This is an optimization exercise on Yosys and OpenROAD, whose aim is small area, not a production implementation.
RTL that was checked went through simulation tests only; none was proved equivalent to the original.
No functional check of the RTL was part of runs 2 and 3.
No activity file was given, so power comes from the tool's default toggle rates.

<file path="design.v">
module safety_monitor (
    input         clk,
    input         rstn,                          
    input         laser_pulse,                   
    input         adc_sdo,                       
    input  [31:0] pulse_width_lower_limit,
    input  [31:0] pulse_width_upper_limit,
    input  [31:0] rate_lower_limit,
    input  [15:0] drive_current_limit,
    input  [2:0]  dynamic_control,               
    output        ta_shutdown,
    output        pulse_lower_limit_fail,
    output        pulse_upper_limit_fail,
    output        rate_lower_limit_fail,
    output        power_peak_current_limit_fail,
    output        adc_sck,
    output        adc_convert,
    output        start_timer,
    output        adc_data_valid,
    output [15:0] adc_data_value,
    output [15:0] peak_power_value
);
reg  [2:0] tc;
wire       tick = (tc == 3'd3);
always @(posedge clk or negedge rstn) begin
    if (!rstn) tc <= 3'd0;
    else       tc <= tc + 3'd1;
end
reg din_d, lp0, lp1, lp2, lp3, lp4, lp5;
always @(posedge clk) begin
    lp1   <= lp0;
    lp2   <= lp1;
    lp3   <= lp2;
    lp4   <= lp3;
    lp5   <= lp4;
end
localparam [2:0] S_PWRUP = 3'd0,
                 S_INIT  = 3'd1,
                 S_IDLE  = 3'd2,
                 S_CONV  = 3'd3,
                 S_SCK   = 3'd4,
                 S_REP   = 3'd5,
                 S_DONE  = 3'd6;
reg  [2:0]  state;
reg  [13:0] p;             
reg         convert_r;
reg         valid_r;
reg  [11:0] sr;            
reg  [11:0] old;           
reg  [11:0] final_v;       
reg  [11:0] peak;
wire pwrup       = (state == S_PWRUP);
wire laser_ready = !(pwrup && p[13:10] == 4'd0);
wire sck_low     = (state == S_SCK) && p[0];
wire early_startup = pwrup && (p[13:2] == 12'd0);
always @(posedge clk or negedge rstn) begin
    if (!rstn) begin
        din_d <= 1'b0;
        lp0   <= 1'b0;
    end else begin
        din_d <= laser_pulse & !early_startup;
        lp0   <= din_d;
    end
end
always @(posedge clk or negedge rstn) begin
    if (!rstn) begin
        state        <= S_PWRUP;
        p            <= 14'd0;
        convert_r    <= 1'b0;
        valid_r      <= 1'b0;
    end else begin
        valid_r <= 1'b0;
        case (state)
            S_PWRUP: begin
                if (p == 14'd8330 && tc == 3'd1) begin
                    p     <= 14'd0;
                    state <= S_INIT;
                end else if (tc == 3'd7) p <= p + 14'd1;
            end
            S_INIT: begin
                if (!lp5 && lp0) state <= S_IDLE;
            end
            S_IDLE: begin
                if (p == 14'd3001) begin
                    p         <= 14'd0;
                    convert_r <= 1'b0;
                    state     <= S_CONV;
                end else begin
                    p         <= p + 14'd1;
                    convert_r <= 1'b1;
                end
            end
            S_CONV: begin
                if (p[4:0] == 5'd21) begin
                    p[4:0]    <= 5'd0;
                    convert_r <= 1'b0;
                    state     <= S_SCK;
                end else p[4:0] <= p[4:0] + 5'd1;
            end
            S_SCK: begin
                if (p[4:0] == 5'd29) convert_r <= 1'b1;
                p[4:0] <= p[4:0] + 5'd1;
                if (p[4:0] == 5'd31) state <= S_REP;
            end
            S_REP: begin
                valid_r <= 1'b1;
                if (p[8:5] == 4'd11) begin
                    p     <= 14'd0;
                    state <= S_DONE;
                end else begin
                    p[8:5] <= p[8:5] + 4'd1;
                    state  <= S_CONV;
                end
            end
            S_DONE: begin
                if (lp2 && !lp1) state <= S_INIT;
            end
            default: state <= S_PWRUP;
        endcase
    end
end
always @(posedge clk) begin
    if (pwrup || (sck_low && p[4:1] != 4'd15)) sr <= {sr[10:0], adc_sdo & !pwrup};
end
always @(posedge clk) begin
    if (pwrup || state == S_REP) begin
        old     <= sr;
        final_v <= ({1'b0, sr} + {1'b0, old}) >> 1;
    end
end
wire [11:0] peak_next = lp0 ? final_v : (dynamic_control[2] ? 12'd0 : peak);
always @(posedge clk or negedge rstn) begin
    if (!rstn) peak <= 12'd0;
    else       peak <= peak_next;
end
assign adc_sck          = sck_low && (p[4:1] <= 4'd13);
assign adc_convert      = convert_r;
assign start_timer      = (state == S_IDLE);
assign adc_data_valid   = valid_r;
assign adc_data_value   = {4'd0, old & {12{valid_r}}};
assign peak_power_value = {4'd0, peak};
reg pchk, pfail, gt_r;
always @(posedge clk) gt_r <= ({4'd0, peak_next} > drive_current_limit);
always @(posedge clk or negedge rstn) begin
    if (!rstn) begin
        pchk  <= 1'b0;
        pfail <= 1'b0;
    end else begin
        if (pfail) begin
            if (dynamic_control[1] | dynamic_control[0]) pfail <= 1'b0;
        end else if (pchk) begin
            if (gt_r) begin
                pfail <= 1'b1;
                pchk  <= 1'b0;
            end
        end else if (!lp1 && lp0) pchk <= 1'b1;
    end
end
assign power_peak_current_limit_fail = pfail;
reg        acc, cfa;
reg        lpt, lpt_d;
reg [1:0]  mode;
reg        f_lo, f_up, f_rate;
localparam [1:0] M_IDLE = 2'd0, M_WIDTH = 2'd1, M_RATE = 2'd2, M_ARMED = 2'd3;
wire any_fail = f_lo | f_up | f_rate;
wire rise     = !lpt_d & lpt;
wire idle     = (mode == M_IDLE) || (mode == M_ARMED);
wire [1:0] idle_next = rise ? M_ARMED : M_IDLE;
reg [31:0] cn;
reg        rot_carry, rot_clr;
wire       cnt_load  = idle || (mode == M_RATE && lpt_d);
wire       clr_eff   = tick ? cnt_load : rot_clr;
wire [1:0] add_eff   = tick ? (idle ? 2'd2 : 2'd1) : {1'b0, rot_carry};
wire [4:0] slice_sum = {1'b0, (clr_eff ? 4'd0 : ~cn[3:0])} + {3'd0, add_eff};
always @(posedge clk) begin
    cn        <= {~slice_sum[3:0], cn[31:4]};
    rot_carry <= slice_sum[4];
    rot_clr   <= clr_eff;
end
function automatic le_chain(input [31:0] an, input [31:0] b, input cin);
    integer i;
    reg c;
    begin
        c = cin;
        for (i = 0; i < 32; i = i + 1)
            c = (an[i] & b[i]) | (an[i] & c) | (b[i] & c);
        le_chain = c;
    end
endfunction
wire count_gt_up = !le_chain(cn, pulse_width_upper_limit, 1'b1);
wire count_lt_lo =  le_chain(cn, pulse_width_lower_limit, 1'b0);
wire rate_c      =  le_chain(cn, rate_lower_limit, !lpt_d);   
always @(posedge clk or negedge rstn) begin
    if (!rstn) begin
        lpt    <= 1'b0;
        lpt_d  <= 1'b0;
        mode   <= M_IDLE;
        f_lo   <= 1'b0;
        f_up   <= 1'b0;
        f_rate <= 1'b0;
    end else if (tick) begin
        lpt   <= lp0 & laser_ready;
        lpt_d <= lpt;
        if (any_fail) begin
            if (cfa) begin
                f_lo   <= 1'b0;
                f_up   <= 1'b0;
                f_rate <= 1'b0;
                mode   <= idle_next;
            end
        end else begin
            case (mode)
                M_IDLE:  mode <= idle_next;
                M_ARMED: mode <= M_WIDTH;
                M_WIDTH: begin
                    if (!lpt_d) begin
                        if (count_gt_up)      f_up <= 1'b1;
                        else if (count_lt_lo) f_lo <= 1'b1;
                        else                  mode <= M_RATE;
                    end
                end
                M_RATE: begin
                    if (lpt_d) begin
                        if (rate_c) f_rate <= 1'b1;
                        else        mode   <= M_WIDTH;
                    end else if (!rate_c) mode <= idle_next;
                end
            endcase
        end
    end
end
always @(posedge clk) begin
    acc <= dynamic_control[0] | (acc & (tc != 3'd7));
    if (tick) cfa <= acc;
end
assign pulse_lower_limit_fail = f_lo;
assign pulse_upper_limit_fail = f_up;
assign rate_lower_limit_fail  = f_rate;
assign ta_shutdown = f_lo | f_up | f_rate | pfail;
endmodule
</file>
<file path="flow/run.sh">
#!/bin/bash
# Layout flow: the standard ORFS flow (standard.sh) with
#  - the standard synthesis, whose combinational logic is then re-mapped by
#    ABC for area (flip-flops untouched, see reopt.ys.in),
#  - buf_1 port buffers,
#  - a clock tree of clkbuf_4 without dummy loads.
# Each tool's output goes to its own log here; ORFS also keeps per-step logs
# under orfs/logs/.
set -euo pipefail
LIB=$FLOW_HOME/platforms/sky130hd/lib/sky130_fd_sc_hd__tt_025C_1v80.lib
R=orfs/results/sky130hd/safety_monitor/base
ARGS=(
  "BUFFER_PORTS_ARGS=-buffer_cell sky130_fd_sc_hd__buf_1"
  "CTS_ARGS=-sink_clustering_enable -repair_clock_nets -dont_use_dummy_load -buf_list sky130_fd_sc_hd__clkbuf_4 -root_buf sky130_fd_sc_hd__clkbuf_4 -sink_clustering_size 40 -sink_clustering_max_diameter 200"
)
bash standard.sh "${ARGS[@]}" synth > synth.log 2>&1
cp $R/1_2_yosys.v 1_2_yosys.standard.v
python3 flow/libcomb.py $LIB comb_models.v > libcomb.log 2>&1
sed -e "s#@LIB@#$LIB#g" -e "s#@IN@#1_2_yosys.standard.v#" -e "s#@OUT@#$R/1_2_yosys.v#" \
    -e "s#@TOP@#$FLOW_TOP#" flow/reopt.ys.in > reopt.ys
yosys -s reopt.ys > reopt.log 2>&1
rm -f $R/1_synth.odb $R/1_synth.sdc
bash standard.sh "${ARGS[@]}" finish > flow.log 2>&1
</file>
<file path="flow/area.abc">
strash
&get -n
&st
&deepsyn -T 20
&dch -f
&nf -a -R 1000
&put
</file>
<file path="flow/libcomb.py">
#!/usr/bin/env python3
# Write Verilog models of the combinational cells of a liberty file (one
# output pin with a "function"), for yosys to flatten and re-map.
import re, sys
txt = open(sys.argv[1]).read()
out = open(sys.argv[2], 'w')
def conv(f):
    f = f.strip().strip('"')
    f = f.replace('!', '~').replace('*', '&').replace('+', '|')
    # implicit AND by whitespace between operands: "A B" -> "A & B"
    f = re.sub(r'([A-Za-z0-9_\)])\s+(?=[A-Za-z0-9_\(~])', r'\1 & ', f)
    return f
n = 0
for m in re.finditer(r'\n\s*cell\s*\(\s*"?([\w]+)"?\s*\)\s*\{', txt):
    name = m.group(1)
    start = m.end()
    # find end of the cell group by brace matching
    depth = 1; i = start
    while depth:
        c = txt[i]
        if c == '{': depth += 1
        elif c == '}': depth -= 1
        i += 1
    body = txt[start:i]
    if re.search(r'\b(ff|latch|statetable)\s*\(', body): continue
    pins = []
    for pm in re.finditer(r'\n\s*pin\s*\(\s*"?(\w+)"?\s*\)\s*\{', body):
        ps = pm.end(); d = 1; j = ps
        while d:
            c = body[j]
            if c == '{': d += 1
            elif c == '}': d -= 1
            j += 1
        pb = body[ps:j]
        dm = re.search(r'direction\s*:\s*"?(\w+)"?', pb)
        fm = re.search(r'\n\s*function\s*:\s*"([^"]*)"', pb)
        pins.append((pm.group(1), dm.group(1) if dm else None, fm.group(1) if fm else None))
    outs = [p for p in pins if p[1] == 'output']
    ins = [p for p in pins if p[1] == 'input']
    if not outs or any(o[2] is None for o in outs) or not ins: continue
    out.write('module %s(%s);\n' % (name, ', '.join([p[0] for p in ins] + [o[0] for o in outs])))
    for p in ins: out.write('  input %s;\n' % p[0])
    for o in outs: out.write('  output %s;\n  assign %s = %s;\n' % (o[0], o[0], conv(o[2])))
    out.write('endmodule\n')
    n += 1
sys.stderr.write('%d combinational cells\n' % n)
</file>
<file path="flow/reopt.ys.in">
# Re-map the combinational logic of the standard synthesis for area. The
# flip-flop instances are left as they are (liberty cells read as black
# boxes); the combinational cells are read as their liberty functions.
read_liberty -lib @LIB@
read_verilog -overwrite comb_models.v
read_verilog @IN@
hierarchy -top @TOP@
flatten
opt -purge
techmap
opt -fast
abc -liberty @LIB@ -dont_use *probe* -dont_use *lpflow* -script flow/area.abc
opt_clean -purge
hilomap -singleton -hicell sky130_fd_sc_hd__conb_1 HI -locell sky130_fd_sc_hd__conb_1 LO
splitnets
opt_clean -purge
tee -o reopt_stat.txt stat -liberty @LIB@
write_verilog -noattr -noexpr -nohex -nodec @OUT@
</file>
<file path="standard.sh">
#!/bin/bash
# synth_recipe.tcl (not shown) runs the flow's synth.tcl, then flattens the netlist and writes it again
# the make line also repeats each setting of config.mk as NAME=value (left out here)
make -C /OpenROAD-flow-scripts/flow DESIGN_CONFIG=/design/flow/config.mk WORK_HOME=/design/flow/orfs CLKGATE_MAP_FILE= SYNTH_SCRIPT=/design/flow/synth_recipe.tcl "${@:-finish}"
</file>
<file path="config.mk">
export PLATFORM = sky130hd
export DESIGN_NAME = safety_monitor
export DESIGN_NICKNAME = safety_monitor
export VERILOG_FILES = /design/flow/design.v
export SDC_FILE = /design/flow/constraint.sdc
export NUM_CORES = 4
export LEC_CHECK = 0
export CAP_MARGIN = 20
export CORE_MARGIN = 2
export CORE_UTILIZATION = 40
export PLACE_DENSITY = 0.6
export SLEW_MARGIN = 20
</file>
<file path="constraint.sdc">
create_clock -name core_clock -period 5.0 [get_ports {clk}]
set_input_delay 1.0000 -clock core_clock [delete_from_list [all_inputs] [get_ports {clk}]]
set_output_delay 1.0000 -clock core_clock [all_outputs]
set_load 0.01 [all_outputs]
</file>
==> metrics.yaml, run 1 <==
routed_wl_um: 15000
slowest_delay_ns: 0.28
r2r_slack_ns: 0.38
status: "timing/DRC/antenna clean"
ios: 160
hold_buffers: 0
crit_path_end_kind: "register"
cts_tree: "built"
synth_cells: 553
arrival_ns: 5.22
min_path_type: "register to register"
wire_per_inst_um: 16.4
maxCapViolCount: 0
clk_pin_slew_ns: 0.10
min_from: "lp3"
clock-sinks: 123
grt_pass1_wl_um: 23200
syn_to_final_growth_pct: 19.9
cts.path.max_buffers: 2
ys_warn_count: 1
holdPathStages: 0
post-route-drc-count: 0
fmax_ghz: 0.209
postCtsSetupRepairBufs: 0
ant_nets: 0
grt_setup_unrepaired: "yes"
grt_pass1_vias: 4805
cp_slowest_cell: "a221o_1"
worst_slew_pin_slew_ns: 0.844
cts_buffers: 17
r2r_cells: 33
grt_overflow: 0
dpl.hpwl_um: 11200
cp.required_ns: 5.43
leakagePower_nw: 2.56
min_to: "lp4"
core_um2: 13400
peakVddDrop_uv: 163
dp_cells: 896
powerDensity_nw_per_um2: 236
p_total_mw: 1.57
die_y_um: 122
r2r-start: "cn[2]"
fp.dieW_um: 122
path_class: "input pin to register"
period_share_pct: 95.9
path_max_fanout: 3
setup_viol: 0
crit_buf_inv: 1
grt_max_degree: 46
rows: 42
fillers: 1312
port_buffers: 151
clk_latency_ns: 0.52
antenna_found_initial: 1
drive_gt1_share_pct: 6.38
cp_top_family: "compound AO/OA/AOI/OAI gates"
final_cell_mix: "buf_1 (149), nand2_1 (54), dfrtp_1 (45)"
start_util_pct: 41.3
cpMostUsedCell: "o21ai_1"
final_nets: 858
syn_area_per_cell_um2: 10.0
final_cells: 915
drt_iter0_drc: 288
viasPerCell: 5.58
drtPass1Iterations: 6
worstSetupStartpointType: "input pin"
via_count: 5104
clock-skew-final_ns: 0.0488
die_area_um2: 14800
grtUsageTotal_pct: 20.2
relSlewSlack_pct: 42.3
gp_congestion: 0.854
h-tree-depth: 4
layout_commonest_cell: "buf_1"
drv_slew: 0
min_period_ns: 4.80
synthesis.area_um2: 5530
r2r-end: "mode[0]"
cts-root-buf: "clkbuf_4"
finalHoldViolCount: 0
[worst max path at each step]
stage	from	to	slack [ns]	cells past startpoint
after detailed placement	rate_lower_limit[0]	mode[1]	-0.61	35
after global placement	rate_lower_limit[0]	mode[1]	-0.47	35
final	rate_lower_limit[0]	mode[0]	0.20	36
after global routing	pulse_width_upper_limit[1]	mode[1]	-0.19	32
after CTS	rate_lower_limit[0]	mode[1]	0.03	34
after floorplan	rate_lower_limit[0]	mode[1]	0.05	34
[report_power, final]
part	switching, mW	total (mW)	internal, mW	leakage [nW]
clock network	0.296	0.451	0.155	0.0782
registers	0.00120	1.03	1.03	1.39
logic	0.0514	0.0864	0.0350	1.09
[stage by stage]
stage	cell area [um2]	util, %	setup TNS (ns)	hold WS, ns	worst slack [ns]
2_1_floorplan	5560	-	0	0.310	0.0550
3_3_place_gp	6420	47.9	-1.24	0.315	-0.472
3_5_place_dp	6420	47.9	-1.63	0.316	-0.611
4_1_cts	6540	48.8	0	0.340	0.0256
5_1_grt	6630	49.5	-0.454	0.358	-0.187
6_report	6640	49.5	0	0.338	0.205
[state kept, by name (all words and copies together), names as in the netlist, 2 cells and up]
name     cells
mode         2
state        3
p           14
cn          32
final_v     12
tc           3
sr          12
peak        12
old         12
[what timing repair did]
item,4_1_cts,5_1_grt
gates resized for setup,1,38
pin swaps,0,17
endpoints found under the setup margin,2,4
[metal layers]
metal / share of wire (%) / GRT usage [%] / up-vias
li1: - / - / 2471
met1: 42 / 24.4 / 2420
met2: 49 / 35.0 / 201
met3: 7.6 / 5.99 / 12
met4: 1.4 / 6.11 / 0
met5: 0 / 0 / -
[worst register-to-register path: cells and delay by family, from the launching register on]
family          cells  cell delay [ns]
simple gates        2             0.16
flops               1             0.42
compound gates     31             4.00
[final cells by class]
cell class	count	area, um2	share of cell area [%]
diodes	2	5.00	0.0754
clock buffers	17	128	1.92
inverters	17	63.8	0.962
multi-input cells	420	2510	37.8
flip-flops and latches	123	3060	46.1
well taps	176	220	3.32
repair buffers	160	647	9.75
==> run 2: changes to the inputs <==
--- a/design.v
+++ b/design.v
@@ -36,10 +36,10 @@
 end
 localparam [2:0] S_PWRUP = 3'd0,
-                 S_INIT  = 3'd1,
-                 S_IDLE  = 3'd2,
-                 S_CONV  = 3'd3,
-                 S_SCK   = 3'd4,
-                 S_REP   = 3'd5,
-                 S_DONE  = 3'd6;
+                 S_INIT = 3'd3,
+                 S_IDLE = 3'd6,
+                 S_CONV = 3'd4,
+                 S_SCK = 3'd7,
+                 S_REP = 3'd5,
+                 S_DONE = 3'd1;
 reg  [2:0]  state;
 reg  [13:0] p;             
@@ -120,4 +120,18 @@
     end
 end
+function automatic [11:0] avg12(input [11:0] x, input [11:0] y);
+    integer i;
+    reg c;
+    reg [12:0] sum;
+    begin
+        c = 1'b0;
+        for (i = 0; i < 12; i = i + 1) begin
+            sum[i] = x[i] ^ y[i] ^ c;
+            c = (x[i] & y[i]) | (x[i] & c) | (y[i] & c);
+        end
+        sum[12] = c;
+        avg12 = sum[12:1];
+    end
+endfunction
 always @(posedge clk) begin
     if (pwrup || (sck_low && p[4:1] != 4'd15)) sr <= {sr[10:0], adc_sdo & !pwrup};
@@ -126,5 +140,5 @@
     if (pwrup || state == S_REP) begin
         old     <= sr;
-        final_v <= ({1'b0, sr} + {1'b0, old}) >> 1;
+        final_v <= avg12(sr, old);
     end
 end
==> flow/run.sh (replaced) <==
#!/bin/bash
# Layout flow: the standard ORFS flow (standard.sh) with
#  - the standard synthesis, whose combinational logic is then re-mapped by
#    ABC for area (flip-flops untouched, see reopt.ys.in); four ABC scripts
#    (flow/area*.abc) are tried and the smallest netlist that meets timing
#    after layout is kept,
#  - buf_1 port buffers,
#  - a clock tree of clkbuf_4 without dummy loads.
# Each tool's output goes to its own log here; ORFS also keeps per-step logs
# under orfs/logs/.
set -euo pipefail
LIB=$FLOW_HOME/platforms/sky130hd/lib/sky130_fd_sc_hd__tt_025C_1v80.lib
R=orfs/results/sky130hd/safety_monitor/base
ARGS=(
  "SETUP_SLACK_MARGIN=0.15"
  "BUFFER_PORTS_ARGS=-buffer_cell sky130_fd_sc_hd__buf_1"
  "CTS_ARGS=-sink_clustering_enable -repair_clock_nets -dont_use_dummy_load -buf_list sky130_fd_sc_hd__clkbuf_4 -root_buf sky130_fd_sc_hd__clkbuf_4 -sink_clustering_size 40 -sink_clustering_max_diameter 200"
)
bash standard.sh "${ARGS[@]}" synth > synth.log 2>&1
cp $R/1_2_yosys.v 1_2_yosys.standard.v
python3 flow/libcomb.py $LIB comb_models.v > libcomb.log 2>&1
for k in 1 2 3 4; do
  sed -e "s#@LIB@#$LIB#g" -e "s#@IN@#1_2_yosys.standard.v#" -e "s#@OUT@#reopt_$k.v#" \
      -e "s#@TOP@#$FLOW_TOP#" -e "s#@ABC@#flow/area$k.abc#" -e "s#@STAT@#reopt_stat_$k.txt#" \
      flow/reopt.ys.in > reopt_$k.ys
  yosys -s reopt_$k.ys > reopt_$k.log 2>&1 &
done
wait
# candidates, smallest first; if the layout of one misses timing, the next
# one is laid out
cands=$(for k in 1 2 3 4; do echo "$(grep 'Chip area' reopt_stat_$k.txt | awk '{print $NF}') $k"; done | sort -g | awk '{print $2}')
n=0
for k in $cands; do
  n=$((n + 1))
  echo "laying out reopt_$k.v" >> reopt_choice.log
  cp reopt_$k.v $R/1_2_yosys.v
  rm -f $R/1_synth.* $R/2_* $R/3_* $R/4_* $R/5_* $R/6_*
  bash standard.sh "${ARGS[@]}" finish > flow_$n.log 2>&1
  ws=$(python3 -c "import json; print(json.load(open('orfs/logs/sky130hd/safety_monitor/base/6_report.json'))['finish__timing__setup__ws'])")
  echo "reopt_$k.v: setup slack $ws" >> reopt_choice.log
  if python3 -c "import sys; sys.exit(0 if float('$ws') >= 0.15 else 1)"; then break; fi
  if [ $n -ge 3 ]; then break; fi
done
==> flow/area1.abc (new file) <==
strash
&get -n
&st
&syn3
&dch -f
&nf -a -R 1000
&put
==> flow/area2.abc (new file) <==
strash
&get -n
&st
&deepsyn -T 30 -S 1
&dch -f
&nf -a -R 1000
&put
==> flow/area3.abc (new file) <==
strash
&get -n
&st
&deepsyn -T 30 -S 2
&dch -f
&nf -a -R 1000
&put
==> flow/area4.abc (new file) <==
strash
&get -n
&st
&deepsyn -T 30 -S 3
&dch -f
&nf -a -R 1000
&put
--- a/flow/reopt.ys.in
+++ b/flow/reopt.ys.in
@@ -10,9 +10,9 @@
 techmap
 opt -fast
-abc -liberty @LIB@ -dont_use *probe* -dont_use *lpflow* -script flow/area.abc
+abc -liberty @LIB@ -dont_use *probe* -dont_use *lpflow* -script @ABC@
 opt_clean -purge
 hilomap -singleton -hicell sky130_fd_sc_hd__conb_1 HI -locell sky130_fd_sc_hd__conb_1 LO
 splitnets
 opt_clean -purge
-tee -o reopt_stat.txt stat -liberty @LIB@
+tee -o @STAT@ stat -liberty @LIB@
 write_verilog -noattr -noexpr -nohex -nodec @OUT@
removed: flow/area.abc
==> metrics.yaml, run 2 <==
finalHoldViolCount: 0  # unchanged
rows: 42  # unchanged
worstSetupStartpointType: "register"
min_period_ns: 4.73  # -0.0620 ns
arrival_ns: 5.02  # -0.20 ns
clock-skew-final_ns: 0.0362  # -0.0127 ns
crit_path_end_kind: "register"
cts.path.max_buffers: 2  # unchanged
final_cell_mix: "buf_1 (150), dfrtp_1 (45), dfxtp_1 (41)"
grt_max_degree: 46  # unchanged
leakagePower_nw: 2.49  # -2.6%
status: "timing/DRC/antenna clean"
path_max_fanout: 3  # unchanged
final_nets: 827  # -3.6%
routed_wl_um: 14300  # -5.0%
synthesis.area_um2: 5510  # -0.36%
top_register: "cn"
design_area_um2: 6580  # -0.90%
clk_latency_ns: 0.53  # about the same
worst_slew_pin_slew_ns: 0.806  # -0.0384 ns
r2r_slack_ns: 0.27  # -0.11 ns
fp.dieW_um: 121  # -0.17%
synth_cells: 521  # -5.8%
setup_viol: 0  # unchanged
dpl.hpwl_um: 10500  # -5.5%
cp.required_ns: 5.29  # -0.14 ns
peakVddDrop_uv: 191  # +17%
cts-root-buf: "clkbuf_4"
via_count: 4973  # -2.6%
grtUsageTotal_pct: 19.7  # -0.50 points
r2r-start: "sr[1]"
r2r-end: "final_v[11]"
slowest_delay_ns: 0.42  # +0.14 ns
drt_iter0_drc: 288  # unchanged
antenna_cells: 0  # -2
post-route-drc-count: 0  # unchanged
cts_buffers: 17  # unchanged
p_total_mw: 1.57  # about the same
fillers: 1317  # +0.38%
maxCapViolCount: 0  # unchanged
drtPass1Iterations: 5  # -1
crit_buf_inv: 0  # -1
path_class: "register to register"
drive_gt1_share_pct: 5.38  # -0.99 points
powerDensity_nw_per_um2: 239  # +1.0%
cts_tree: "built"
wire_per_inst_um: 16.2  # -1.4%
cpMostUsedCell: "maj3_1"
ys_warn_count: 1  # unchanged
largest_register_ffs: 32  # unchanged
clk_pin_slew_ns: 0.11  # about the same
min_path_type: "register to register"
start_util_pct: 41.3  # about the same
cp_num_cells: 12  # -67%
grt_pass1_wl_um: 22600  # -2.4%
place_area_um2: 6360  # -0.84%
ant_nets: 0  # unchanged
port_buffers: 151  # unchanged
cp_slowest_cell: "edfxtp_1"
die_area_um2: 14700  # -0.34%
tns_ns: 0  # unchanged
regArea_um2: 3060  # -0.12%
hold_buffers: 0  # unchanged
syn_area_per_cell_um2: 10.6  # +5.8%
ios: 160  # unchanged
fmax_ghz: 0.211  # +1.3%
period_share_pct: 94.7  # -1.2 points
cp_top_family: "adder cells"
crit_start: "sr[1]"
grt_pass1_vias: 4775  # -0.62%
reg_top3: "cn (32), p (14)"
endpoint: "final_v[11]"
multiInputGateArea_um2: 2460  # -2.0%
clock-sinks: 123  # unchanged
antenna_found_initial: 1  # unchanged
relSlewSlack_pct: 45.9  # +3.6 points
viasPerCell: 5.64  # +1.1%
grt_overflow: 0  # unchanged
grt_setup_unrepaired: "no"
h-tree-depth: 4  # unchanged
die_y_um: 121  # -0.17%
core_um2: 13300  # -0.39%
gp_congestion: 0.844  # -1.2%
cp_cell_sequence: "nor2_1 > o21ai_1 > maj3_1 > maj3_1 > maj3_1 > maj3_1 > maj3_1 > maj3_2 > maj3_2 > maj3_1 > maj3_1 > maj3_1"
r2r_cells: 12  # -64%
drv_slew: 0  # unchanged
syn_to_final_growth_pct: 19.3
layout_commonest_cell: "buf_1"
-- run 2: repair_timing --
| item | 4_1_cts | 5_1_grt |
|---|---|---|
| endpoints found under the setup margin | 1 | 4 |
| pin swaps | 0 | 5 |
| resized for setup | 2 | 14 |
| buffers inserted | 3 | 3 |
-- run 2: layer usage --
layer  vias to the layer above  GRT usage [%]  wire length (um)
li1                       2400              -                 -
met1                      2351           23.8              6110
met2                       196           33.0              6720
met3                        24           7.19              1180
met4                         2           5.89               266
met5                         -              0                11
-- run 2: final cells by class --
class                   instances  area share, %
flip-flops and latches        123           46.5
multi-input cells             387           37.4
repair buffers                161           9.78
well taps                     176           3.35
clock buffers                  17           1.94
inverters                      18           1.03
-- run 2: worst min path at each step --
stage / startpoint / depth (start not counted) / endpoint
after detailed placement: lp4 / 0 / lp5
after CTS: lp4 / 0 / lp5
final: lp3 / 0 / lp4
after global routing: lp4 / 0 / lp5
after floorplan: lp3 / 0 / lp4
after global placement: lp3 / 0 / lp4
-- run 2: metrics by stage --
stage	setup WS, ns	instances	hold WS (ns)	utilization [%]
6_report	0.267	882	0.339	49.3
2_1_floorplan	0.210	528	0.310	-
3_3_place_gp	0.0504	859	0.313	47.7
5_1_grt	0.110	882	0.348	49.3
3_5_place_dp	0.0109	859	0.316	47.7
4_1_cts	0.173	879	0.342	48.8
-- run 2: worst reg2reg max path, stage by stage, from the launching register on --
cell and delay, ns:
edfxtp_1 0.42, nor2_1 0.12, o21ai_1 0.09, maj3_1 0.40, maj3_1 0.40, maj3_1 0.41, maj3_1 0.41, maj3_1 0.41
maj3_2 0.34, maj3_2 0.34, maj3_1 0.41, maj3_1 0.41, maj3_1 0.35
-- run 2: power breakdown --
group          internal (mW)  switching, mW
registers               1.03        0.00326
clock network          0.155          0.301
logic                 0.0332         0.0476
total                   1.22          0.352
==> run 3: changes to the inputs <==
--- a/flow/run.sh
+++ b/flow/run.sh
@@ -13,5 +13,5 @@
 R=orfs/results/sky130hd/safety_monitor/base
 ARGS=(
-  "SETUP_SLACK_MARGIN=0.15"
+  "SETUP_SLACK_MARGIN=0.0"
   "BUFFER_PORTS_ARGS=-buffer_cell sky130_fd_sc_hd__buf_1"
   "CTS_ARGS=-sink_clustering_enable -repair_clock_nets -dont_use_dummy_load -buf_list sky130_fd_sc_hd__clkbuf_4 -root_buf sky130_fd_sc_hd__clkbuf_4 -sink_clustering_size 40 -sink_clustering_max_diameter 200"
@@ -39,5 +39,5 @@
   ws=$(python3 -c "import json; print(json.load(open('orfs/logs/sky130hd/safety_monitor/base/6_report.json'))['finish__timing__setup__ws'])")
   echo "reopt_$k.v: setup slack $ws" >> reopt_choice.log
-  if python3 -c "import sys; sys.exit(0 if float('$ws') >= 0.15 else 1)"; then break; fi
+  if python3 -c "import sys; sys.exit(0 if float('$ws') >= 0.13 else 1)"; then break; fi
   if [ $n -ge 3 ]; then break; fi
 done
==> metrics.yaml, run 3 <==
drt_iter0_drc: 363  # +26%
h-tree-depth: 4  # unchanged
cts_buffers: 17  # unchanged
finalHoldViolCount: 0  # unchanged
grt_pass1_vias: 4631  # -3.0%
slowest_delay_ns: 0.31  # -0.11 ns
grtUsageTotal_pct: 19.3  # -0.39 points
drive_gt1_share_pct: 5.00  # -0.38 points
cts_tree: "built"
ys_warn_count: 1  # unchanged
wire_per_inst_um: 16.0  # -1.3%
arrival_ns: 5.04  # +0.02 ns
worstSetupStartpointType: "input pin"
drv_slew: 0  # unchanged
grt_overflow: 0  # unchanged
synthesis.area_um2: 5530  # +0.29%
via_count: 5071  # +2.0%
antenna_found_initial: 2  # +1
crit_path_end_kind: "register"
path_class: "input pin to register"
worst_slew_pin_slew_ns: 0.799  # -0.00683 ns
finish.utilization_pct: 49.3  # +0.066 points
layout_commonest_cell: "buf_1"
peakVddDrop_uv: 145  # -24%
place_area_um2: 6410  # +0.79%
status: "timing/DRC/antenna clean"
clk_latency_ns: 0.52  # about the same
syn_to_final_growth_pct: 19.1
port_buffers: 151  # unchanged
maxCapViolCount: 0  # unchanged
routed_wl_um: 14300  # +0.36%
ios: 160  # unchanged
fillers: 1284  # -2.5%
fmax_ghz: 0.215  # +1.9%
powerDensity_nw_per_um2: 239  # about the same
syn_area_per_cell_um2: 10.4  # -2.1%
clock-skew-final_ns: 0.0439  # +0.00775 ns
cp.required_ns: 5.39  # +0.10 ns
fp.dieW_um: 122  # +0.14%
design_area_um2: 6590  # +0.13%
synth_cells: 534  # +2.5%
setup_viol: 0  # unchanged
path_max_fanout: 2  # -1
drtPass1Iterations: 5  # unchanged
dpl.hpwl_um: 10400  # -1.1%
reg_top3: "cn (32), p (14)"
grt_max_degree: 46  # unchanged
clock-sinks: 123  # unchanged
gp_congestion: 0.852  # +0.91%
viasPerCell: 5.65  # +0.27%
top_register: "cn"
period_share_pct: 92.9  # -1.8 points
final_nets: 841  # +1.7%
cp_slowest_cell: "mux2_1"
leakagePower_nw: 2.50  # +0.20%
die_y_um: 122  # +0.14%
largest_register_ffs: 32  # unchanged
grt_pass1_wl_um: 22300  # -1.5%
cts.path.max_buffers: 2  # unchanged
rows: 42  # unchanged
final_cell_mix: "buf_1 (150), a21oi_1 (49), dfrtp_1 (45)"
hold_buffers: 0  # unchanged
post-route-drc-count: 0  # unchanged
core_um2: 13300  # unchanged
clk_pin_slew_ns: 0.11  # about the same
ant_nets: 0  # unchanged
start_util_pct: 41.4  # +0.12 points
die_area_um2: 14800  # +0.28%
min_path_type: "register to register"
min_period_ns: 4.64  # -0.0892 ns
cts-root-buf: "clkbuf_4"
relSlewSlack_pct: 46.5  # +0.67 points
## run 3: repair_timing
item                                    CTS  global route
buffers inserted                          0             2
resized for setup                         0            16
endpoints found under the setup margin    0             3
## run 3: cell type report
class / count / area (um2) / share of cell area (%)
Tap cell: 176 / 220 / 3.34
Sequential cell: 123 / 3060 / 46.5
Antenna cell: 1 / 2.50 / 0.0380
Inverter: 16 / 60.1 / 0.912
Multi-Input combinational cell: 402 / 2460 / 37.4
Clock buffer: 17 / 128 / 1.94
Timing Repair Buffer: 162 / 651 / 9.88
## run 3: where the power goes
| part | internal (mW) | switching, mW | leakage (nW) | total, mW |
|---|---|---|---|---|
| Clock | 0.155 | 0.303 | 0.0782 | 0.458 |
| Combinational | 0.0333 | 0.0476 | 1.03 | 0.0809 |
| Sequential | 1.03 | 0.00334 | 1.39 | 1.03 |
| Total | 1.22 | 0.354 | 2.50 | 1.57 |
## run 3: worst paths after layout
kind	start	to	slack [ns]	cells past startpoint
hold reg to reg	lp3	lp4	0.34	0
min in group asynchronous	rstn	mode[1]	0.57	2
hold / removal	lp3	lp4	0.34	0
setup / recovery	pulse_width_lower_limit[1]	mode[0]	0.36	29
setup reg to reg	cn[1]	mode[0]	0.50	28
max in group asynchronous	rstn	p[11]	3.97	2
## run 3: routing by layer
metal	vias up	part of all wire, %	GRT usage [%]
li1	2447	-	-
met1	2380	45	25.5
met2	220	46	30.7
met3	22	7.0	4.73
met4	2	1.7	7.76
met5	-	0.091	0
## run 3: per-stage QoR
stage	setup WS, ns	cells	TNS (ns)	total power [mW]	hold slack (ns)
after floorplan	0.271	541	0	1.07	0.310
after global placement	-0.334	877	-0.535	1.13	0.314
after detailed placement	-0.406	877	-0.694	1.13	0.315
after CTS	0.144	894	0	1.59	0.340
after global routing	-0.00409	897	-0.00409	1.64	0.345
final	0.356	897	0	1.57	0.338
## run 3: critical path: cells and delay by family
kind / cells / cell delay, ns
compound gates: 26 / 3.55
buf+inv: 1 / 0.09
simple gates: 1 / 0.07
mux: 1 / 0.31
==> run 4: changes to the inputs <==
--- a/design.v
+++ b/design.v
@@ -36,10 +36,10 @@
 end
 localparam [2:0] S_PWRUP = 3'd0,
-                 S_INIT = 3'd3,
-                 S_IDLE = 3'd6,
-                 S_CONV = 3'd4,
-                 S_SCK = 3'd7,
-                 S_REP = 3'd5,
-                 S_DONE = 3'd1;
+                 S_INIT  = 3'd1,
+                 S_IDLE  = 3'd2,
+                 S_CONV  = 3'd3,
+                 S_SCK   = 3'd4,
+                 S_REP   = 3'd5,
+                 S_DONE  = 3'd6;
 reg  [2:0]  state;
 reg  [13:0] p;             
--- a/flow/run.sh
+++ b/flow/run.sh
@@ -13,5 +13,5 @@
 R=orfs/results/sky130hd/safety_monitor/base
 ARGS=(
-  "SETUP_SLACK_MARGIN=0.0"
+  "SETUP_SLACK_MARGIN=0.15"
   "BUFFER_PORTS_ARGS=-buffer_cell sky130_fd_sc_hd__buf_1"
   "CTS_ARGS=-sink_clustering_enable -repair_clock_nets -dont_use_dummy_load -buf_list sky130_fd_sc_hd__clkbuf_4 -root_buf sky130_fd_sc_hd__clkbuf_4 -sink_clustering_size 40 -sink_clustering_max_diameter 200"
@@ -39,5 +39,5 @@
   ws=$(python3 -c "import json; print(json.load(open('orfs/logs/sky130hd/safety_monitor/base/6_report.json'))['finish__timing__setup__ws'])")
   echo "reopt_$k.v: setup slack $ws" >> reopt_choice.log
-  if python3 -c "import sys; sys.exit(0 if float('$ws') >= 0.13 else 1)"; then break; fi
+  if python3 -c "import sys; sys.exit(0 if float('$ws') >= 0.15 else 1)"; then break; fi
   if [ $n -ge 3 ]; then break; fi
 done
==> metrics.yaml, run 4 <==
drv_slew: 0  # unchanged
reg_top3: "cn (32), p (14)"
routed_wl_um: 13900  # -2.8%
relSlewSlack_pct: 41.2  # -5.4 points
ios: 160  # unchanged
grtUsageTotal_pct: 18.9  # -0.42 points
top_register: "cn"
final_cell_mix: "buf_1 (150), dfrtp_1 (45), a21oi_1 (43)"
status: "timing/DRC/antenna clean"
worstSetupStartpointType: "input pin"
die_y_um: 121  # -0.11%
finalHoldViolCount: 0  # unchanged
maxCapViolCount: 0  # unchanged
drtPass1Iterations: 5  # unchanged
period_share_pct: 96.7  # +3.8 points
drt_iter0_drc: 434  # +20%
port_buffers: 151  # unchanged
cp.required_ns: 5.42  # +0.03 ns
seqPwrFrac_pct: 66.4  # +0.7 points
syn_to_final_growth_pct: 18.2
core_um2: 13300  # unchanged
clk_pin_slew_ns: 0.08  # -0.03 ns
cts_buffers: 17  # unchanged
arrival_ns: 5.26  # +0.22 ns
syn_area_per_cell_um2: 10.2  # -1.2%
grt_overflow: 0  # unchanged
grt_max_degree: 46  # unchanged
grt_setup_unrepaired: "yes"
layout_commonest_cell: "buf_1"
min_path_type: "register to register"
viasPerCell: 5.56  # -1.7%
clk_latency_ns: 0.50  # -0.02 ns
cpMostUsedCell: "o21ai_1"
grt_pass1_wl_um: 21700  # -2.6%
cts.path.max_buffers: 2  # unchanged
peakVddDrop_uv: 166  # +15%
h-tree-depth: 4  # unchanged
postCtsSetupRepairBufs: 0  # unchanged
path_max_fanout: 3  # +1
synth_cells: 539  # +0.94%
fmax_ghz: 0.207  # -3.9%
cp_top_family: "compound AO/OA/AOI/OAI gates"
ys_warn_count: 1  # unchanged
tns_ns: 0  # unchanged
synthesis.area_um2: 5520  # -0.23%
die_area_um2: 14800  # -0.21%
drive_gt1_share_pct: 4.04  # -0.96 points
setup_viol: 0  # unchanged
crit_path_end_kind: "register"
clock-skew-final_ns: 0.0167  # -0.0272 ns
largest_register_ffs: 32  # unchanged
fillers: 1308  # +1.9%
dpl.hpwl_um: 10400  # +0.16%
hold_ws_ns: 0.333  # -0.00529 ns
ant_nets: 0  # unchanged
leakagePower_nw: 2.48  # -0.82%
via_count: 4968  # -2.0%
pwr-share-clk_pct: 28.5  # -0.7 points
worst_slew_pin_slew_ns: 0.876  # +0.0767 ns
antenna_found_initial: 0  # -2
grt_pass1_vias: 4577  # -1.2%
cts_tree: "built"
p_sw_share_pct: 21.7  # -0.82 points
path_class: "input pin to register"
final_nets: 838  # -0.36%
slowest_delay_ns: 0.33  # +0.02 ns
clock-sinks: 123  # unchanged
fp.dieW_um: 121  # -0.11%
cts-root-buf: "clkbuf_4"
rows: 42  # unchanged
internal_power_mw: 1.22  # about the same
cp_slowest_cell: "a222oi_1"
min_period_ns: 4.83  # +0.191 ns
wire_per_inst_um: 15.6  # -2.5%
start_util_pct: 41.3  # -0.094 points
gp_congestion: 0.915  # +7.4%
pwr-share-comb_pct: 5.0  # about the same
crit_buf_inv: 1  # unchanged
hold_buffers: 0  # unchanged
switchingPower_mw: 0.337  # -4.7%
post-route-drc-count: 0  # unchanged
powerDensity_nw_per_um2: 238  # -0.17%
==> run 4: area by class of cell <==
cell class	count	area [um2]	share of cell area, %
flip-flops and latches	123	3060	46.9
multi-input cells	395	2420	37.1
repair buffers	154	591	9.06
well taps	176	220	3.38
clock buffers	17	128	1.96
inverters	28	105	1.61
diodes	1	2.50	0.0384
==> run 4: through the flow <==
stage / worst slack, ns / std cells / instance area (um2) / power [mW] / utilization, %
final: 0.165 / 894 / 6520 / 1.55 / 48.9
after global routing: -0.147 / 893 / 6520 / 1.63 / 48.8
after CTS: 0.138 / 893 / 6510 / 1.58 / 48.7
after detailed placement: -0.451 / 876 / 6380 / 1.13 / 47.8
after global placement: -0.307 / 876 / 6380 / 1.13 / 47.8
after floorplan: 0.154 / 546 / 5570 / 1.07 / -
==> run 4: worst paths after layout <==
| path | start | endpoint | cells after the start | slack (ns) |
|---|---|---|---|---|
| worst min-delay path | lp3 | lp4 | 0 | 0.33 |
| worst max-delay path | pulse_width_upper_limit[1] | mode[1] | 31 | 0.17 |
| min in group asynchronous | rstn | lpt | 2 | 0.59 |
| worst min register to register | lp3 | lp4 | 0 | 0.33 |
| worst max register to register | cn[3] | mode[1] | 30 | 0.31 |
| max in group asynchronous | rstn | peak[5] | 2 | 3.99 |
==> run 4: power groups by stage <==
stage / Sequential, mW / Combinational [mW] / Clock [mW]
finish: 1.03 / 0.0780 / 0.443
global route: 1.03 / 0.0871 / 0.512
CTS: 1.03 / 0.0772 / 0.471
detailed placement: 1.05 / 0.0764 / 0
global placement: 1.05 / 0.0747 / 0
floorplan: 1.05 / 0.0192 / 0
==> run 4: routing by layer <==
| layer | up-vias | track usage [%] | wire (um) |
|---|---|---|---|
| li1 | 2420 | - | - |
| met1 | 2346 | 24.7 | 6100 |
| met2 | 182 | 30.1 | 6660 |
| met3 | 20 | 5.31 | 981 |
| met4 | 0 | 6.75 | 190 |
| met5 | - | 0 | 0 |
==> run 4: repair_timing <==
| item | CTS | global route |
|---|---|---|
| pin swaps | 1 | 6 |
| setup endpoints to repair | 2 | 4 |
| gates resized for setup | 0 | 5 |
==> run 5: changes to the inputs <==
--- a/design.v
+++ b/design.v
@@ -36,10 +36,10 @@
 end
 localparam [2:0] S_PWRUP = 3'd0,
-                 S_INIT  = 3'd1,
-                 S_IDLE  = 3'd2,
-                 S_CONV  = 3'd3,
-                 S_SCK   = 3'd4,
-                 S_REP   = 3'd5,
-                 S_DONE  = 3'd6;
+                 S_INIT = 3'd3,
+                 S_IDLE = 3'd6,
+                 S_CONV = 3'd4,
+                 S_SCK = 3'd7,
+                 S_REP = 3'd5,
+                 S_DONE = 3'd1;
 reg  [2:0]  state;
 reg  [13:0] p;             
@@ -73,5 +73,5 @@
         case (state)
             S_PWRUP: begin
-                if (p == 14'd8330 && tc == 3'd1) begin
+                if ((p & 14'd8330) == 14'd8330 && tc == 3'd1) begin
                     p     <= 14'd0;
                     state <= S_INIT;
@@ -82,5 +82,5 @@
             end
             S_IDLE: begin
-                if (p == 14'd3001) begin
+                if ((p & 14'd3001) == 14'd3001) begin
                     p         <= 14'd0;
                     convert_r <= 1'b0;
@@ -92,24 +92,21 @@
             end
             S_CONV: begin
-                if (p[4:0] == 5'd21) begin
+                if ((p[4:0] & 5'd21) == 5'd21) begin
                     p[4:0]    <= 5'd0;
                     convert_r <= 1'b0;
                     state     <= S_SCK;
-                end else p[4:0] <= p[4:0] + 5'd1;
+                end else p <= p + 14'd1;
             end
             S_SCK: begin
-                if (p[4:0] == 5'd29) convert_r <= 1'b1;
-                p[4:0] <= p[4:0] + 5'd1;
+                if ((p[4:0] & 5'd29) == 5'd29) convert_r <= 1'b1;
+                p <= p + 14'd1;
                 if (p[4:0] == 5'd31) state <= S_REP;
             end
             S_REP: begin
                 valid_r <= 1'b1;
-                if (p[8:5] == 4'd11) begin
+                if (p[8:7] == 2'b11) begin
                     p     <= 14'd0;
                     state <= S_DONE;
-                end else begin
-                    p[8:5] <= p[8:5] + 4'd1;
-                    state  <= S_CONV;
-                end
+                end else state <= S_CONV;
             end
             S_DONE: begin
@@ -172,5 +169,5 @@
 end
 assign power_peak_current_limit_fail = pfail;
-reg        acc, cfa;
+reg        acc;
 reg        lpt, lpt_d;
 reg [1:0]  mode;
@@ -217,10 +214,10 @@
         lpt_d <= lpt;
         if (any_fail) begin
-            if (cfa) begin
+            if (mode[0]) begin
                 f_lo   <= 1'b0;
                 f_up   <= 1'b0;
                 f_rate <= 1'b0;
                 mode   <= idle_next;
-            end
+            end else mode <= {1'b0, acc};
         end else begin
             case (mode)
@@ -229,13 +226,19 @@
                 M_WIDTH: begin
                     if (!lpt_d) begin
-                        if (count_gt_up)      f_up <= 1'b1;
-                        else if (count_lt_lo) f_lo <= 1'b1;
-                        else                  mode <= M_RATE;
+                        if (count_gt_up) begin
+                            f_up <= 1'b1;
+                            mode <= {1'b0, acc};
+                        end else if (count_lt_lo) begin
+                            f_lo <= 1'b1;
+                            mode <= {1'b0, acc};
+                        end else mode <= M_RATE;
                     end
                 end
                 M_RATE: begin
                     if (lpt_d) begin
-                        if (rate_c) f_rate <= 1'b1;
-                        else        mode   <= M_WIDTH;
+                        if (rate_c) begin
+                            f_rate <= 1'b1;
+                            mode   <= {1'b0, acc};
+                        end else mode <= M_WIDTH;
                     end else if (!rate_c) mode <= idle_next;
                 end
@@ -244,8 +247,5 @@
     end
 end
-always @(posedge clk) begin
-    acc <= dynamic_control[0] | (acc & (tc != 3'd7));
-    if (tick) cfa <= acc;
-end
+always @(posedge clk) acc <= dynamic_control[0] | (acc & (tc != 3'd7));
 assign pulse_lower_limit_fail = f_lo;
 assign pulse_upper_limit_fail = f_up;
--- a/flow/run.sh
+++ b/flow/run.sh
@@ -14,4 +14,5 @@
 ARGS=(
   "SETUP_SLACK_MARGIN=0.15"
+  "SKIP_REPAIR_TIE_FANOUT=1"
   "BUFFER_PORTS_ARGS=-buffer_cell sky130_fd_sc_hd__buf_1"
   "CTS_ARGS=-sink_clustering_enable -repair_clock_nets -dont_use_dummy_load -buf_list sky130_fd_sc_hd__clkbuf_4 -root_buf sky130_fd_sc_hd__clkbuf_4 -sink_clustering_size 40 -sink_clustering_max_diameter 200"
==> metrics.yaml, run 5 <==
status: "timing/DRC/antenna clean"
dpl.hpwl_um: 10300  # -0.96%
grtUsageTotal_pct: 19.1  # +0.24 points
syn_area_per_cell_um2: 10.5  # +2.8%
reg_top3: "cn (32), p (14)"
crit_start: "sr[1]"
cp_num_cells: 12  # -61%
synthesis.area_um2: 5430  # -1.6%
layout_commonest_cell: "buf_1"
viasPerCell: 5.62  # +1.1%
die_area_um2: 14500  # -1.6%
ios: 160  # unchanged
fmax_ghz: 0.214  # +3.5%
place_area_um2: 6270  # -1.6%
design_area_um2: 6440  # -1.2%
crit_path_end_kind: "register"
finish.utilization_pct: 48.7  # -0.19 points
min_path_type: "register to register"
drt_iter0_drc: 349  # -20%
core_um2: 13200  # -0.79%
peakVddDrop_uv: 183  # +10%
die_y_um: 121  # -0.78%
r2r-start: "sr[1]"
relSlewSlack_pct: 55.3  # +14 points
r2r_cells: 12  # -60%
clk_latency_ns: 0.51  # about the same
hold_ws_ns: 0.338  # +0.00455 ns
grt_setup_unrepaired: "yes"
drtPass1Iterations: 4  # -1
cts-root-buf: "clkbuf_4"
post-route-drc-count: 0  # unchanged
start_util_pct: 41.0  # -0.34 points
switchingPower_mw: 0.343  # +1.5%
ys_warn_count: 1  # unchanged
cts_buffers: 17  # unchanged
setup_viol: 0  # unchanged
cp_slowest_cell: "edfxtp_1"
antenna_found_initial: 1  # +1
min_from: "lp4"
final_cell_mix: "buf_1 (150), dfrtp_1 (45), dfxtp_1 (40)"
rows: 42  # unchanged
leakagePower_nw: 2.40  # -3.0%
top_register: "cn"
seqPwrFrac_pct: 66.0  # -0.4 points
grt_max_degree: 46  # unchanged
grt_overflow: 0  # unchanged
maxCapViolCount: 0  # unchanged
via_count: 4883  # -1.7%
holdPathStages: 0  # unchanged
grt_pass1_vias: 4589  # +0.26%
synth_cells: 516  # -4.3%
worst_slew_pin_slew_ns: 0.664  # -0.212 ns
fp.dieW_um: 121  # -0.78%
min_period_ns: 4.67  # -0.162 ns
finalHoldViolCount: 0  # unchanged
cp.required_ns: 5.26  # -0.16 ns
routed_wl_um: 13900  # -0.55%
cp_cell_sequence: "xor2_2 > a21oi_2 > maj3_1 > maj3_2 > maj3_1 > maj3_1 > maj3_2 > maj3_2 > maj3_2 > maj3_2 > maj3_1 > maj3_1"
cts_tree: "built"
internal_power_mw: 1.21  # -0.69%
path_class: "register to register"
p_sw_share_pct: 22.1  # +0.38 points
period_share_pct: 93.5  # -3.2 points
ant_nets: 0  # unchanged
powerDensity_nw_per_um2: 241  # +0.98%
crit_buf_inv: 0  # -1
grt_pass1_wl_um: 22000  # +1.3%
path_max_fanout: 3  # unchanged
wire_per_inst_um: 15.9  # +2.3%
cts.path.max_buffers: 2  # unchanged
cp_top_family: "adder cells"
pwr-share-comb_pct: 5.1  # about the same
syn_to_final_growth_pct: 18.7
drv_slew: 0  # unchanged
slowest_delay_ns: 0.47  # +0.14 ns
clock-skew-final_ns: 0.0376  # +0.0210 ns
port_buffers: 151  # unchanged
pwr-share-clk_pct: 28.9  # +0.4 points
gp_congestion: 0.885  # -3.2%
largest_register_ffs: 32  # unchanged
final_nets: 813  # -3.0%
drive_gt1_share_pct: 5.35  # +1.3 points
worstSetupStartpointType: "register"
h-tree-depth: 4  # unchanged
clock-sinks: 122  # -0.81%
clk_pin_slew_ns: 0.11  # +0.03 ns
arrival_ns: 4.94  # -0.32 ns
run 5: changes by cell type in the layout (fill, tap and decap cells not counted), sizes merged, moves of 5 or more:
cell,before,now
a21oi,43,32
clkinv,28,17
conb,8,1
nand2,42,36
o21ai,40,46
buf,153,158
nor2,39,34
run 5: metal layers:
| layer | wire length, um | track usage, % | vias up | share of wire [%] |
|---|---|---|---|---|
| met3 | 912 | 4.67 | 24 | 6.6 |
| met1 | 6080 | 24.8 | 2315 | 44 |
| li1 | - | - | 2362 | - |
| met4 | 279 | 7.41 | 0 | 2.0 |
| met2 | 6580 | 31.0 | 182 | 47 |
| met5 | 0 | 0 | - | 0 |
run 5: worst reg2reg max path, delay by kind of cell (launching register included):
family                   cells  cell delay [ns]
flip-flops                   1             0.47
XOR/XNOR                     1             0.19
AO/OA/AOI/OAI                1             0.09
adder cells (fa/ha/maj)     10             3.69
run 5: worst paths after layout:
kind	to	slack, ns
hold / removal	lp5	0.34
setup reg to reg	final_v[11]	0.33
min in group asynchronous	p[0]	0.58
hold reg to reg	lp5	0.34
max in group asynchronous	mode[1]	3.99
setup / recovery	final_v[11]	0.33
run 5: repair_timing:
| item | 4_1_cts | 5_1_grt |
|---|---|---|
| setup buffers | 1 | 1 |
| endpoints found under the setup margin | 1 | 4 |
| pin swaps | 1 | 6 |
| gates resized for setup | 3 | 13 |
| cloned | 0 | 0 |
| hold buffers | 0 | 0 |
run 5: metrics by stage:
stage               setup TNS, ns  setup slack (ns)  total power [mW]  instances
finish                          0             0.327              1.55        869
CTS                             0             0.168              1.57        867
global placement           -0.130            -0.130              1.12        849
global route                    0             0.103              1.62        869
detailed placement         -0.251            -0.210              1.12        849
floorplan                       0             0.209              1.06        516
run 5: layout make-up:
cell class	count	area [um2]
clock buffers	17	128
multi-input cells	377	2370
diodes	1	2.50
inverters	17	63.8
repair buffers	159	628
flip-flops and latches	122	3030
well taps	176	220
fillers	1303	6800
run 5: power by group through the flow:
stage / Clock [mW] / Combinational [mW] / Sequential, mW
2_1_floorplan: 0 / 0.0197 / 1.04
3_3_place_gp: 0 / 0.0758 / 1.04
3_5_place_dp: 0 / 0.0779 / 1.05
4_1_cts: 0.468 / 0.0787 / 1.02
5_1_grt: 0.512 / 0.0885 / 1.02
6_report: 0.448 / 0.0794 / 1.02
==> run 6: changes to the inputs <==
--- a/flow/run.sh
+++ b/flow/run.sh
@@ -14,5 +14,4 @@
 ARGS=(
   "SETUP_SLACK_MARGIN=0.15"
-  "SKIP_REPAIR_TIE_FANOUT=1"
   "BUFFER_PORTS_ARGS=-buffer_cell sky130_fd_sc_hd__buf_1"
   "CTS_ARGS=-sink_clustering_enable -repair_clock_nets -dont_use_dummy_load -buf_list sky130_fd_sc_hd__clkbuf_4 -root_buf sky130_fd_sc_hd__clkbuf_4 -sink_clustering_size 40 -sink_clustering_max_diameter 200"
==> metrics.yaml, run 6 <==
min_path_type: "register to register"
leakagePower_nw: 2.47  # +2.9%
grt_setup_unrepaired: "yes"
cp.required_ns: 5.23  # -0.03 ns
die_y_um: 120  # about the same
layout_commonest_cell: "buf_1"
grt_util_met1_pct: 24.1  # -0.66 points
antenna_cells: 0  # -1
drv_slew: 0  # unchanged
gr-usage-met2_pct: 33.7  # +2.6 points
cts.path.max_buffers: 2  # unchanged
ios: 160  # unchanged
worstSetupStartpointType: "register"
port_buffers: 151  # unchanged
dpl.hpwl_um: 10600  # +2.9%
setup_viol: 0  # unchanged
grtUsageTotal_pct: 19.9  # +0.77 points
cts-root-buf: "clkbuf_4"
drt_iter0_drc: 292  # -16%
maxCapViolCount: 0  # unchanged
post-route-drc-count: 0  # unchanged
relSlewSlack_pct: 50.1  # -5.2 points
h-tree-depth: 4  # unchanged
tns_ns: 0  # unchanged
min_from: "lp4"
synth_cells: 520  # +0.78%
ant_nets: 0  # unchanged
grt_max_degree: 46  # unchanged
largest_register_ffs: 32  # unchanged
wire_per_inst_um: 16.2  # +1.8%
viasPerCell: 5.58  # -0.63%
dp_worst_setup_slack_ns: -0.197  # +0.0133 ns
peakVddDrop_uv: 121  # -34%
drtPass1Iterations: 5  # +1
final_cells: 882  # +1.5%
period_share_pct: 93.5  # about the same
start_util_pct: 40.9  # -0.066 points
path_class: "register to register"
drive_gt1_share_pct: 6.94  # +1.6 points
routed_wl_um: 14300  # +3.3%
fp.dieW_um: 120  # about the same
worst_slew_pin_slew_ns: 0.748  # +0.0845 ns
hold_buffers: 0  # unchanged
arrival_ns: 4.91  # -0.03 ns
fmax_ghz: 0.214  # about the same
use_met3_pct: 5.90  # +1.2 points
dp_cells: 862  # +1.5%
status: "timing/DRC/antenna clean"
via_count: 4925  # +0.86%
clk_pin_slew_ns: 0.11  # about the same
antenna_found_initial: 0  # -1
powerDensity_nw_per_um2: 240  # -0.24%
grt_pass1_wl_um: 22800  # +3.5%
cts_buffers: 17  # unchanged
finalHoldViolCount: 0  # unchanged
top_usage_layer: "met2"
crit_start: "old[1]"
cts_tree: "built"
ys_warn_count: 1  # unchanged
syn_area_per_cell_um2: 10.4  # -0.93%
final_cell_mix: "buf_1 (149), dfrtp_1 (45), nor2_1 (40), a22oi_1 (40), a21oi_1 (40)"
core_um2: 13200  # unchanged
rows: 42  # unchanged
gp_congestion: 0.880  # -0.62%
die_area_um2: 14500  # -0.16%
grt_pass1_vias: 4780  # +4.2%
synthesis.area_um2: 5420  # -0.16%
top_register: "cn"
r2r-start: "old[1]"
crit_path_end_kind: "register"
path_max_fanout: 3  # unchanged
clock-sinks: 122  # unchanged
syn_to_final_growth_pct: 20.0
reg_top3: "cn (32), p (14)"
grt_overflow: 0  # unchanged
setup_ws_ns: 0.327  # +0.000698 ns
clock-skew-final_ns: 0.0346  # -0.00305 ns
min_period_ns: 4.67  # -0.000698 ns
final_nets: 827  # +1.7%
clk_latency_ns: 0.52  # about the same
run 6: power by group:
part | internal (mW) | total (mW) | switching, mW | leakage, nW
logic | 0.0337 | 0.0847 | 0.0510 | 1.01
clock network | 0.155 | 0.456 | 0.300 | 0.0782
registers | 1.02 | 1.02 | 0.00144 | 1.38
run 6: per-layer routing:
layer / vias up / wire (um)
met2: 207 / 6900
met5: - / 0
met4: 0 / 217
met3: 19 / 1060
li1: 2373 / -
met1: 2326 / 6130
run 6: worst max-delay path, cell delays in order, from the launching register on:
cell	delay, ns
edfxtp_1	0.46
xor2_2	0.24
a21oi_2	0.09
maj3_1	0.40
maj3_2	0.35
maj3_2	0.34
maj3_2	0.34
maj3_2	0.34
maj3_2	0.34
maj3_1	0.40
maj3_2	0.34
maj3_1	0.39
maj3_1	0.36
run 6: path summary, 6_finish.rpt:
check	endpoint	slack, ns	cells after the start
setup / recovery	final_v[11]	0.33	12
hold / removal	lp5	0.34	0
setup reg to reg	final_v[11]	0.33	12
hold reg to reg	lp5	0.34	0
max in group asynchronous	peak[11]	3.99	2
min in group asynchronous	tc[1]	0.57	2
run 6: timing repair:
item	in CTS	in global routing
setup buffers	2	1
gates cloned	0	0
setup endpoints to repair	1	5
resized for setup	3	23
pin swaps	1	13
run 6: layout make-up:
type / instances / area (um2)
Inverter: 17 / 63.8
Clock buffer: 17 / 128
Sequential cell: 122 / 3030
Timing Repair Buffer: 162 / 652
Multi-Input combinational cell: 388 / 2410
Tap cell: 176 / 220
Fill cell: 1259 / 6740
run 6: through the flow:
| stage | hold slack, ns | cell area [um2] | utilization [%] | total power, mW |
|---|---|---|---|---|
| floorplan | 0.310 | 5460 | - | 1.06 |
| global placement | 0.313 | 6310 | 47.6 | 1.12 |
| detailed placement | 0.314 | 6310 | 47.6 | 1.13 |
| CTS | 0.341 | 6450 | 48.7 | 1.59 |
| global route | 0.350 | 6510 | 49.1 | 1.63 |
| finish | 0.341 | 6510 | 49.1 | 1.56 |
==> run 7: changes to the inputs <==
--- a/flow/run.sh
+++ b/flow/run.sh
@@ -6,5 +6,6 @@
 #    after layout is kept,
 #  - buf_1 port buffers,
-#  - a clock tree of clkbuf_4 without dummy loads.
+#  - a clock tree of clkbuf_4 without dummy loads,
+#  - one tie cell for all constant outputs (no tie fanout repair).
 # Each tool's output goes to its own log here; ORFS also keeps per-step logs
 # under orfs/logs/.
@@ -14,4 +15,5 @@
 ARGS=(
   "SETUP_SLACK_MARGIN=0.15"
+  "SKIP_REPAIR_TIE_FANOUT=1"
   "BUFFER_PORTS_ARGS=-buffer_cell sky130_fd_sc_hd__buf_1"
   "CTS_ARGS=-sink_clustering_enable -repair_clock_nets -dont_use_dummy_load -buf_list sky130_fd_sc_hd__clkbuf_4 -root_buf sky130_fd_sc_hd__clkbuf_4 -sink_clustering_size 40 -sink_clustering_max_diameter 200"
==> metrics.yaml, run 7 <==
clk_pin_slew_ns: 0.08  # -0.03 ns
grt_overflow: 0  # unchanged
finalHoldViolCount: 0  # unchanged
p_total_mw: 1.55  # -0.95%
antenna_found_initial: 0  # unchanged
grt_pass1_vias: 4455  # -6.8%
dpl.hpwl_um: 9840  # -7.6%
fp.dieW_um: 120  # about the same
antenna_cells: 0  # unchanged
crit_buf_inv: 1  # +1
cts.path.max_buffers: 2  # unchanged
cts_buffers: 17  # unchanged
die_area_um2: 14500  # about the same
ios: 160  # unchanged
syn_to_final_growth_pct: 19.5
r2r-end: "mode[0]"
die_y_um: 120  # about the same
dp_worst_setup_slack_ns: -0.397  # -0.200 ns
fmax_ghz: 0.212  # -1.1%
design_area_um2: 6480  # -0.42%
worstSetupStartpointType: "input pin"
port_buffers: 151  # unchanged
arrival_ns: 5.13  # +0.22 ns
core_um2: 13200  # unchanged
slowest_delay_ns: 0.26  # -0.20 ns
path_class: "input pin to register"
cts_tree: "built"
leakagePower_nw: 2.44  # -1.5%
status: "timing/DRC/antenna clean"
cpMostUsedCell: "a21oi_1"
synth_cells: 516  # -0.77%
dp_cells: 851  # -1.3%
postCtsSetupRepairBufs: 0  # -2
min_path_type: "register to register"
peakVddDrop_uv: 142  # +18%
cp_top_family: "compound AO/OA/AOI/OAI gates"
syn_area_per_cell_um2: 10.5  # +0.82%
relSlewSlack_pct: 49.3  # -0.79 points
path_max_fanout: 2  # -1
layout_commonest_cell: "buf_1"
r2r_cells: 31  # +19
rows: 42  # unchanged
hold_ws_ns: 0.334  # -0.00684 ns
grt_setup_unrepaired: "yes"
routed_wl_um: 13300  # -7.3%
largest_register_ffs: 32  # unchanged
reg_top3: "cn (32), p (14)"
clk_latency_ns: 0.49  # -0.03 ns
clock-skew-final_ns: 0.0240  # -0.0106 ns
min_period_ns: 4.72  # +0.0517 ns
finish.utilization_pct: 48.9  # -0.21 points
final_nets: 813  # -1.7%
final_cells: 868  # -1.6%
cp_num_cells: 32  # +20
ant_nets: 0  # unchanged
cp.required_ns: 5.41  # +0.18 ns
gp_congestion: 0.848  # -3.6%
start_util_pct: 40.9  # about the same
drt_iter0_drc: 314  # +7.5%
viasPerCell: 5.61  # +0.52%
tns_ns: 0  # unchanged
drv_slew: 0  # unchanged
setup_ws_ns: 0.276  # -0.0517 ns
h-tree-depth: 4  # unchanged
clock-sinks: 122  # unchanged
maxCapViolCount: 0  # unchanged
grtUsageTotal_pct: 18.0  # -1.9 points
wire_per_inst_um: 15.3  # -5.8%
ys_warn_count: 1  # unchanged
period_share_pct: 94.5  # +1.0 points
r2r-start: "cn[2]"
min_from: "lp3"
synthesis.area_um2: 5420  # about the same
drive_gt1_share_pct: 5.92  # -1.0 points
post-route-drc-count: 0  # unchanged
setup_viol: 0  # unchanged
place_area_um2: 6270  # -0.58%
grt_max_degree: 46  # unchanged
via_count: 4872  # -1.1%
powerDensity_nw_per_um2: 239  # -0.52%
top_register: "cn"
cts-root-buf: "clkbuf_4"
drtPass1Iterations: 7  # +2
grt_pass1_wl_um: 21000  # -7.9%
min_to: "lp4"
final_cell_mix: "buf_1 (150), dfrtp_1 (45), dfxtp_1 (41)"
worst_slew_pin_slew_ns: 0.760  # +0.0118 ns
crit_path_end_kind: "register"
fillers: 1303  # +3.5%
holdPathStages: 0  # unchanged
cp_slowest_cell: "a221o_1"
r2r_slack_ns: 0.44  # +0.11 ns
## run 7: final cells by class
cell class	instances	area, um2	share of cell area (%)
Inverter	18	67.6	1.04
Sequential cell	122	3030	46.7
Tap cell	176	220	3.40
Multi-Input combinational cell	376	2410	37.2
Timing Repair Buffer	159	628	9.69
Clock buffer	17	128	1.97
## run 7: worst max-delay path by stage
stage / start / endpoint / slack [ns]
2_1_floorplan: pulse_width_lower_limit[1] / mode[0] / 0.23
3_3_place_gp: pulse_width_lower_limit[1] / mode[0] / -0.32
3_5_place_dp: pulse_width_lower_limit[1] / mode[0] / -0.40
4_1_cts: pulse_width_lower_limit[1] / mode[0] / 0.18
5_1_grt: rate_lower_limit[1] / mode[0] / 0.01
6_report: pulse_width_upper_limit[2] / mode[0] / 0.28
## run 7: layer usage
metal  track usage [%]  share of wire [%]  up-vias
li1                  -                  -     2363
met1              23.8                 45     2324
met2              28.0                 47      171
met3              5.75                6.6       14
met4              5.81                1.1        0
met5                 0                  0        -
## run 7: power breakdown
group | switching [mW] | internal, mW
logic | 0.0508 | 0.0352
clock network | 0.281 | 0.155
registers | 0.00390 | 1.02
## run 7: what timing repair did
action                                  CTS  global route
pin swaps                                 0            22
endpoints found under the setup margin    1             2
resized for setup                         2            29
hold buffers                              0             0
hold endpoints to repair                  0             0

-- static timing again, ports no longer ideal --
How much do the figures lean on ideal ports? The routed layouts below were timed once more, with nothing changed but the port constraints. Step 1 (the two cells are an assumption about what drives the block):
set clk [get_ports {clk}]
set_driving_cell -lib_cell sky130_fd_sc_hd__clkbuf_16 $clk
set_driving_cell -lib_cell sky130_fd_sc_hd__buf_2 [delete_from_list [all_inputs] $clk]
Step 2 moves the port delays by t, midway between the first and last clock arrival at a register: inputs arrive t later, outputs are due t later. That takes back most of the time a late clock gives input paths. Slacks: no drivers / after step 1 / after step 2; pairs: no drivers / after step 1.
| run | t, ns | slack for setup (ns) | latest minus earliest clock arrival (ns) | slew at the worst register clock pin (ns) |
|---|---|---|---|---|
| run 1 | 0.534 | 0.205 / 0.201 / -0.333 | 0.049 / 0.049 | 0.12 / 0.12 |
| run 2 | 0.539 | 0.267 / 0.267 / 0.055 | 0.042 / 0.042 | 0.11 / 0.11 |
| run 3 | 0.528 | 0.356 / 0.364 / -0.164 | 0.043 / 0.044 | 0.11 / 0.11 |
| run 4 | 0.524 | 0.165 / 0.176 / -0.347 | 0.017 / 0.017 | 0.09 / 0.09 |
| run 5 | 0.526 | 0.327 / 0.327 / -0.158 | 0.040 / 0.039 | 0.11 / 0.11 |
| run 6 | 0.534 | 0.327 / 0.327 / -0.009 | 0.035 / 0.035 | 0.11 / 0.11 |
| run 7 | 0.514 | 0.276 / 0.284 / -0.230 | 0.031 / 0.030 | 0.10 / 0.10 |
Met with ideal ports but missed after step 2: setup timing in 6 of these runs. For run 1, which loses most, drivers alone change the setup slack by -0.004 ns; drivers and shift together by -0.538 ns.
